Context: an optimization exercise on an open-source flow, tuned for a short achievable clock period and few clock cycles. The choices shown serve that exercise and are no tape-out recipe. Where RTL was checked, it was by simulation tests only, not by an equivalence proof against the original. Power is estimated from default activity; no workload was simulated.

rev 12:
Design top, start of the top module:
module top(
input clk,rst,
output [31:0] imem_addr,
input  [31:0] imem_rdata,
output [31:0] dmem_addr,
output [31:0] dmem_wdata,
output        dmem_we,
input  [31:0] dmem_rdata
);
export LEC_CHECK = 0
export CAP_MARGIN = 20
export CORE_MARGIN = 2
export CORE_UTILIZATION = 40
export SLEW_MARGIN = 20
create_clock -name core_clock -period 10.0 [get_ports {clk}]
standard.sh (not shown) runs the stock make flow with config.mk's settings and CLKGATE_MAP_FILE= SYNTH_SCRIPT=/design/flow/synth_recipe.tcl, a recipe that flattens the netlist after the stock synthesis.
==> flow/flow/run.sh <==
#!/bin/bash
set -euo pipefail
MARGIN=$(cat flow/margin.txt)
bash standard.sh SETUP_SLACK_MARGIN="$MARGIN" finish > standard_flow.log 2>&1
==> flow/flow/margin.txt <==
7.5
Testbench counts of rev 12, summed over its fixed seeds: cycles 42,626.
--- input diff rev 12..rev 13 ---
==> flow/flow/margin.txt <==
6.8
Rev 13: all stages complete, timing, DRC and antenna checks passed
Per the comparison of rev 13 with rev 12, cell area has decreased, met3 layer wire length in the routed design has decreased.
In the reports for rev 12 and rev 13, the smaller register share of the cell area belongs to rev 12.


Setup of run 1:
top, a different RTL version from the one above (not shown whole).
For scale: about 5400 cells after synthesis, about 1400 flip-flops, ~160 I/O pins, about 76000 um2 of cells after synthesis.
==> flow/config.mk <==
export PLATFORM = sky130hd
export DESIGN_NAME = top
export DESIGN_NICKNAME = top
export VERILOG_FILES = /design/flow/design.v
export SDC_FILE = /design/flow/constraint.sdc
export NUM_CORES = 4
export LEC_CHECK = 0
export CAP_MARGIN = 20
export CORE_MARGIN = 2
export CORE_UTILIZATION = 40
export SLEW_MARGIN = 20
==> flow/constraint.sdc <==
create_clock -name core_clock -period 10.0 [get_ports {clk}]
set_input_delay 2.0000 -clock core_clock [delete_from_list [all_inputs] [get_ports {clk}]]
set_output_delay 2.0000 -clock core_clock [all_outputs]
set_load 0.01 [all_outputs]
==> flow/flow/margin.txt <==
8.0
Scripts as last shown in full above: flow/flow/run.sh
Testbench counts of run 1, summed over its fixed seeds: cycles 43,400.
Here is what was changed in the inputs of run 2 compared with run 1.
Settings: CORE_UTILIZATION now 55, was 40.
==> flow/flow/margin.txt <==
7.5
==> comparison <==
- Die height in run 2 vs run 1: down 15%
- Compared run 2 vs run 1, and met3 routing resource usage after global routing is up in run 2.
- Run 1 tops out at a higher clock frequency than run 2.
- Summary: with run 1 as the reference, leakage power in run 2 moved down by a few percent.
- Logic depth of the worst register-to-register path in run 2 vs run 1: up 6
- Side by side, clock share of power turned out higher in run 2 than in run 1.
- Run 2 ended up with mem_res[30]$_DFF_P_ as its capture point of the critical path; run 1 ended up with mem_res[0]$_DFF_P_.
- Relative to run 1, the clock power measured on run 2 has decreased slightly.
- Summary: with run 1 as the reference, cell area in run 2 moved down by a few percent.
The following lists how run 3 was set up differently from run 2:
Settings: changing CORE_UTILIZATION from 55 to 40.
Re worst-case reg-to-reg path depth: run 3 and run 2 aren't equal, and the higher value belongs to run 2. Compared with run 2, in run 3 number of gates resized after CTS -11; longest individual stage delay on the worst path decreased 0.12 ns; number of multi-input combinational cells about even. On clock-pin slew on the worst setup and hold paths, run 3 tracks run 2 almost exactly. Diff run 2 -> run 3 | placement row count | up by more than 10%. Cell area for run 3 is higher than for run 2. Run 2 reports its kind of critical path as reg2reg while run 3 reports reg2out.


## oak
Another version of the RTL of top (not shown whole).
Size in the first run: ~5700 cells after synthesis, roughly 78000 sq um of cells after synthesis.
Settings: LEC_CHECK=0, CAP_MARGIN=20, CORE_MARGIN=2, CORE_UTILIZATION=55, SLEW_MARGIN=20; clock period 10.0 ns.
==> flow/flow/margin.txt <==
7.5
Scripts as last shown in full above: flow/flow/run.sh
Per the final summary, oak finished and its layout is clean on timing, DRC and antenna.
Input-level comparison between pine and oak:
Settings: swapping 55 for 40 in CORE_UTILIZATION.
[summary]
- oak completed end to end with timing, DRC and antenna clean.
- pine reached the end of the flow, and the finished layout is clean on the timing, design-rule and antenna checks.
- pine vs. oak: met2 global-route usage went down by 15 points.
- Compared to oak, the routing of pine uses less wire.
- Cell count, oak and pine: higher on pine
- Comparing oak and pine, maximum frequency is lower on pine.
- Portion of the layout cell area used by clock cells across oak and pine: no real change.
- Between oak and pine, the flow reports total of cells resized after clock tree synthesis increasing slightly.
Function was not checked in any run of this note: the RTL went through the layout flow alone.


red:
top, a different RTL version from the one above (not shown whole).
Size in the first run: roughly 160 I/O pins, about 0.068 mm2 of cells after synthesis.
==> flow/design.v (excerpt) <==
module top(
input clk,rst,
output [31:0] imem_addr,
input  [31:0] imem_rdata,
output [31:0] dmem_addr,
output [31:0] dmem_wdata,
output        dmem_we,
input  [31:0] dmem_rdata
);
Settings: LEC_CHECK=0, CAP_MARGIN=20, CORE_MARGIN=2, CORE_UTILIZATION=40, SLEW_MARGIN=20; clock period 10.0 ns.
==> flow/flow/margin.txt <==
6.5
Scripts as last shown in full above: flow/flow/run.sh
The following lists how blue was set up differently from red:
- putting SETUP_SLACK_MARGIN at 5 where nothing was set
==> flow/run.sh (new file) <==
#!/bin/bash
# synth_recipe.tcl (not shown) runs the flow's synth.tcl, then flattens the netlist and writes it again
# the make line also repeats each setting of config.mk as NAME=value (left out here)
make -C /OpenROAD-flow-scripts/flow DESIGN_CONFIG=/design/flow/config.mk WORK_HOME=/design/flow/orfs CLKGATE_MAP_FILE= SYNTH_SCRIPT=/design/flow/synth_recipe.tcl finish
removed: flow/flow/run.sh
removed: flow/flow/margin.txt
removed: flow/standard.sh
==> comparison <==
- In blue relative to red, net total in the final layout had gone down by a few percent.
- ~same layout multi-input combinational cell count in red and blue
- Vias after detailed routing delta (blue − red): favourable
- Design area in blue is 0.0047 mm2 lower than in red
- red → blue: global-route wire length before repair saw a decrease; fraction of layout cells with a size suffix above 1 saw a decrease; power saw a decrease.
No functional check of the RTL was part of any run of this note.

-- re-timing with driven ports --
Ports are ideal in the flow. The routed layouts listed here were re-timed in OpenROAD. Step 1, drivers: a clkbuf_16 drives clk and a buf_2 each remaining input, both assumed. Step 2 times the ports against the registers' clock, not the clock port: input delays grow and output delays shrink by t, the midpoint of the rising clock arrivals with the driver on. Slacks: no drivers / after step 1 / after step 2; pairs: no drivers / after step 1.
| run | t (ns) | setup WS [ns] | clock arrival spread, ns |
|---|---|---|---|
| rev 12 | 0.895 | 6.442 / 5.973 / 5.078 | 0.043 / 0.043 |
| rev 13 | 0.889 | 6.362 / 6.022 / 5.133 | 0.037 / 0.038 |
| run 1 | 0.902 | 6.582 / 6.557 / 5.806 | 0.039 / 0.038 |
| run 2 | 0.879 | 6.484 / 6.449 / 5.739 | 0.066 / 0.066 |
| run 3 | 0.884 | 6.578 / 6.494 / 5.847 | 0.062 / 0.062 |
| oak | 0.896 | 6.438 / 6.406 / 5.787 | 0.048 / 0.048 |
| pine | 0.916 | 6.375 / 6.345 / 5.753 | 0.051 / 0.051 |
| red | 0.883 | 4.934 / 4.967 / 4.083 | 0.044 / 0.045 |
| blue | 0.865 | 4.890 / 4.936 / 4.071 | 0.052 / 0.051 |
After both steps setup and hold are still met in every run listed. For rev 12, which loses most, drivers alone change the setup slack by -0.469 ns; drivers and shift together by -1.364 ns.
